This is an optimization exercise on Yosys and OpenROAD, whose aim is small area, a short achievable clock period and few clock cycles per item, not a production implementation. Function was checked by simulation only, so behaviour that the tests miss may differ from the original. Power is estimated from default activity; no workload was simulated.

==> v9 <==
==> flow/design.v (excerpt) <==
module top_module(clk, reset, INIT, READY, DONE,
                  input_ram_en, input_ram_addr, input_ram_data,
                  filter_rom_en, filter_rom_addr, filter_rom_data,
                  conv_valid, conv_out);
Settings: LEC_CHECK=0, CAP_MARGIN=20, CORE_MARGIN=2, CORE_UTILIZATION=70, PLACE_DENSITY=0.85, SETUP_SLACK_MARGIN=3.4, SLEW_MARGIN=20, SYNTH_HIERARCHICAL=1, SYNTH_MINIMUM_KEEP_SIZE=0; clock period 6.0 ns.
standard.sh (not shown) runs the stock make flow with config.mk's settings and CLKGATE_MAP_FILE= SYNTH_SCRIPT=/design/flow/synth_recipe.tcl, a recipe that flattens the netlist after the stock synthesis.
==> flow/flow/run.sh <==
#!/bin/bash
# Layout flow: the standard ORFS flow (standard.sh), with two changes:
#  - the port buffers that global placement puts on every input and output are
#    sky130_fd_sc_hd__buf_1 cells (timing repair may still resize them);
#  - clock tree synthesis arguments: -sink_clustering_enable -repair_clock_nets -dont_use_dummy_load -buf_list sky130_fd_sc_hd__clkbuf_8 -sink_clustering_size 15 -sink_clustering_max_diameter 60
# The whole make output goes to flow_make.log in the work folder; ORFS also keeps
# each step's own log under orfs/logs/.
set -euo pipefail
export BUFFER_PORTS_ARGS="-buffer_cell sky130_fd_sc_hd__buf_1"
export CTS_ARGS="-sink_clustering_enable -repair_clock_nets -dont_use_dummy_load -buf_list sky130_fd_sc_hd__clkbuf_8 -sink_clustering_size 15 -sink_clustering_max_diameter 60"
bash standard.sh "BUFFER_PORTS_ARGS=$BUFFER_PORTS_ARGS" "CTS_ARGS=$CTS_ARGS" finish > flow_make.log 2>&1
==> v28 (differences from v9) <==
--- a/flow/design.v
+++ b/flow/design.v
@@ -2611,35 +2611,24 @@
 assign a1754 = ~(acc[14] & g_q[0]);
 assign a1755 = ~(acc[15] & g_q[0]);
 assign a1756 = ~(acc[16] & g_q[0]);
 assign a1757 = ~(acc[17] & g_q[0]);
 assign a1758 = ~(acc[18] & g_q[0]);
 assign a1759 = ~(acc[19] & g_q[0]);
-xnor_cell u_s1760 (.a(k3_1722), .b(k3_1723), .y(s1760));
-or_cell u_c1761 (.a(k3_1722), .b(k3_1723), .y(c1761));
-xnor_cell u_s1762 (.a(k3_1725), .b(k3_1726), .y(s1762));
-or_cell u_c1763 (.a(k3_1725), .b(k3_1726), .y(c1763));
-xnor_cell u_s1764 (.a(k3_1727), .b(k3_1728), .y(s1764));
-or_cell u_c1765 (.a(k3_1727), .b(k3_1728), .y(c1765));
-xnor_cell u_s1766 (.a(k3_1711), .b(k3_1712), .y(s1766));
-or_cell u_c1767 (.a(k3_1711), .b(k3_1712), .y(c1767));
-xnor_cell u_s1768 (.a(k3_1713), .b(a1741), .y(s1768));
-or_cell u_c1769 (.a(k3_1713), .b(a1741), .y(c1769));
-xnor_cell u_s1770 (.a(k3_1714), .b(a1742), .y(s1770));
-or_cell u_c1771 (.a(k3_1714), .b(a1742), .y(c1771));
+hai_cell u_s1760 (.a(k3_1722), .b(k3_1723), .s(s1760), .co(c1761));
+hai_cell u_s1762 (.a(k3_1725), .b(k3_1726), .s(s1762), .co(c1763));
+hai_cell u_s1764 (.a(k3_1727), .b(k3_1728), .s(s1764), .co(c1765));
+hai_cell u_s1766 (.a(k3_1711), .b(k3_1712), .s(s1766), .co(c1767));
+hai_cell u_s1768 (.a(k3_1713), .b(a1741), .s(s1768), .co(c1769));
+hai_cell u_s1770 (.a(k3_1714), .b(a1742), .s(s1770), .co(c1771));
 fa_cell u_s1772 (.a(k3_1715), .b(k3_1716), .c(a1743), .s(s1772), .co(c1773));
-xnor_cell u_s1774 (.a(k3_1717), .b(a1744), .y(s1774));
-or_cell u_c1775 (.a(k3_1717), .b(a1744), .y(c1775));
-xnor_cell u_s1776 (.a(k3_1718), .b(a1745), .y(s1776));
-or_cell u_c1777 (.a(k3_1718), .b(a1745), .y(c1777));
-xnor_cell u_s1778 (.a(k3_1719), .b(a1746), .y(s1778));
-or_cell u_c1779 (.a(k3_1719), .b(a1746), .y(c1779));
-xnor_cell u_s1780 (.a(k3_1720), .b(a1747), .y(s1780));
-or_cell u_c1781 (.a(k3_1720), .b(a1747), .y(c1781));
-xnor_cell u_s1782 (.a(k3_1721), .b(a1748), .y(s1782));
-or_cell u_c1783 (.a(k3_1721), .b(a1748), .y(c1783));
+hai_cell u_s1774 (.a(k3_1717), .b(a1744), .s(s1774), .co(c1775));
+hai_cell u_s1776 (.a(k3_1718), .b(a1745), .s(s1776), .co(c1777));
+hai_cell u_s1778 (.a(k3_1719), .b(a1746), .s(s1778), .co(c1779));
+hai_cell u_s1780 (.a(k3_1720), .b(a1747), .s(s1780), .co(c1781));
+hai_cell u_s1782 (.a(k3_1721), .b(a1748), .s(s1782), .co(c1783));
 fa_cell u_s1784 (.a(k3_1724), .b(a1749), .c(s1760), .s(s1784), .co(c1785));
 fa_cell u_s1786 (.a(a1750), .b(c1761), .c(s1762), .s(s1786), .co(c1787));
 fa_cell u_s1788 (.a(a1751), .b(c1763), .c(s1764), .s(s1788), .co(c1789));
 fa_cell u_s1790 (.a(k3_1729), .b(a1752), .c(c1765), .s(s1790), .co(c1791));
 fa_cell u_s1792 (.a(k3_1730), .b(k3_1731), .c(a1753), .s(s1792), .co(c1793));
 fa_cell u_s1794 (.a(k3_1732), .b(k3_1733), .c(a1754), .s(s1794), .co(c1795));
@@ -3175,12 +3164,10 @@
 assign conv_out = acc;
 endmodule
 module fa_cell(input a, input b, input c, output s, output co);
 assign s = a ^ b ^ c;
 assign co = (a & b) | (a & c) | (b & c);
 endmodule
-module xnor_cell(input a, input b, output y);
-assign y = ~(a ^ b);
-endmodule
-module or_cell(input a, input b, output y);
-assign y = a | b;
+module hai_cell(input a, input b, output s, output co);
+assign s = ~(a ^ b);
+assign co = a | b;
 endmodule
==> flow/flow/run.sh (replaced) <==
#!/bin/bash
# Layout flow: the standard ORFS flow (standard.sh), unchanged except that the
# port buffers that global placement inserts on every input and output are
# sky130_fd_sc_hd__buf_1 cells (timing repair may still resize them).
# The whole make output goes to flow_make.log in the work folder; ORFS also keeps
# each step's own log under orfs/logs/.
set -euo pipefail
export BUFFER_PORTS_ARGS="-buffer_cell sky130_fd_sc_hd__buf_1"
bash standard.sh "BUFFER_PORTS_ARGS=-buffer_cell sky130_fd_sc_hd__buf_1" finish > flow_make.log 2>&1
Settings changed: CORE_UTILIZATION 70 to 40, CTS_BUF_LIST set to sky130_fd_sc_hd__clkbuf_8, CTS_CLUSTER_SIZE set to 30, PLACE_DENSITY 0.85 to 0.6.
==> v36 (differences from v9) <==
==> flow/flow/run.sh (replaced) <==
#!/bin/bash
# Layout flow: the standard ORFS flow (standard.sh), with these changes:
#  - port buffers: at the start of global placement, flow/pre_gpl.tcl removes the
#    synthesis buffers (as the standard flow does there) and puts a
#    sky130_fd_sc_hd__buf_2 on every input port and a sky130_fd_sc_hd__buf_1 on every
#    output port, in place of the standard buffer_ports call; they are kept through
#    the step's own remove_buffers and released for timing repair by
#    flow/post_gpl.tcl;
#  - clock tree synthesis arguments: -sink_clustering_enable -repair_clock_nets -dont_use_dummy_load -buf_list sky130_fd_sc_hd__clkbuf_8 -sink_clustering_size 15 -sink_clustering_max_diameter 60
# The whole make output goes to flow_make.log in the work folder; ORFS also keeps
# each step's own log under orfs/logs/.
set -euo pipefail
export CTS_ARGS="-sink_clustering_enable -repair_clock_nets -dont_use_dummy_load -buf_list sky130_fd_sc_hd__clkbuf_8 -sink_clustering_size 15 -sink_clustering_max_diameter 60"
bash standard.sh "DONT_BUFFER_PORTS=1" "PRE_GLOBAL_PLACE_TCL=$PWD/flow/pre_gpl.tcl" "POST_GLOBAL_PLACE_TCL=$PWD/flow/post_gpl.tcl" "CTS_ARGS=$CTS_ARGS" finish > flow_make.log 2>&1
==> flow/flow/post_gpl.tcl (new file) <==
# Let timing repair resize the port buffers again.
unset_dont_touch [get_cells {input* output*}]
==> flow/flow/pre_gpl.tcl (new file) <==
# Buffer every input and output port (the standard flow's buffer_ports, with chosen cells).
remove_buffers
buffer_ports -inputs -buffer_cell sky130_fd_sc_hd__buf_2
buffer_ports -outputs -buffer_cell sky130_fd_sc_hd__buf_1
set_dont_touch [get_cells {input* output*}]
puts "port buffers: [llength [get_cells {input* output*}]]"
Settings changed: CORE_UTILIZATION 70 to 55, PLACE_DENSITY 0.85 to 0.75.
==> qor summary <==
|  | v36 | v28 | v9 |
|---|---|---|---|
| Outcome | no timing/DRC/antenna violations | no timing/DRC/antenna violations | no timing/DRC/antenna violations |
| Seq pwr | 3.42 mW | 3.43 mW | 3.46 mW |
| Power per Cell Area | 474 nW/um2 | 500 nW/um2 | 506 nW/um2 |
| Area share of the largest cell type after synthesis | 49.6% | 49.2% | 49.6% |
| Fraction of met2 tracks used by global routing | 53.8% | 40.8% | 69.5% |
| Design internal power | 6.24 mW | 7.07 mW | 6.42 mW |
| Final worst path period need | 2.60 ns | 2.61 ns | 2.67 ns |
| Share of the clock period used by the worst path | 43.4% | 43.5% | 44.4% |
| Non-clock buffer share of cell area | 3.83% | 3.87% | 4.10% |
| Setup crit start kind | input pin | register | register |
| Setup WS pre-CTS | 2.74 ns | 2.35 ns | 2.35 ns |
| Crit. Startpoint | input_ram_data[1] | g_q$_DFF_P_ | g_q$_DFF_P_ |
| Clock network share of area | 1.77% | 4.85% | 1.53% |
| Clock network fraction of total power | 10.1% | 17.4% | 9.1% |
| Met3 routing resource usage after global routing | 10.0% | 5.96% | 12.8% |
| Number of search-and-repair iterations in the first detailed-routing pass | 5 | 5 | 7 |
| Number of non-clock inverters in the layout | 8 | 52 | 8 |
| Netlist cell types | 47 | 46 | 47 |
| Initial antenna violation count | 3 | 3 | 5 |
| Number of DRC markers after the initial detailed-route iteration | 913 | 977 | 1,520 |
| Post-detail-place hpwl | 49,300 um | 52,400 um | 50,300 um |
| Logic depth of the worst setup path including buffers | 5 | 13 | 10 |
| Comb pwr share | 57.9% | 53.9% | 60.5% |
| Headroom to the max-slew limit | 67.3% | 60.4% | 69.1% |
Testbench counts of v9, summed over its fixed seeds: cycles 8,320, items 4,112.
Testbench counts of v28, summed over its fixed seeds: cycles 8,320, items 4,112.
Testbench counts of v36, summed over its fixed seeds: cycles 8,320, items 4,112.

port drivers added, routing unchanged:
In the flow no input, the clock included, has a driving cell. The finished layouts below were timed again as built, in two steps.
Step 1 sets driving cells, clkbuf_16 on the clock port and buf_2 on the other inputs (assumed; they add their load-dependent delay and slew).
Step 2 moves the port delays by t, midway between the first and last clock arrival at a register: inputs arrive t later, outputs are due t later. That takes back most of the time a late clock gives input paths.
Slacks: ideal ports / drivers / drivers and shift; pairs: ideal ports / drivers.
run	shift t [ns]	setup slack, ns	slew at the worst register clock pin (ns)
v9	0.615	3.335 / 3.335 / 2.788	0.12 / 0.12
v28	0.706	3.392 / 3.392 / 2.730	0.06 / 0.06
v36	0.627	3.396 / 3.412 / 2.785	0.10 / 0.10
After both steps setup and hold are still met in every run listed. For v28, which loses most, drivers alone change the setup slack by 0.000 ns; drivers and shift together by -0.662 ns.
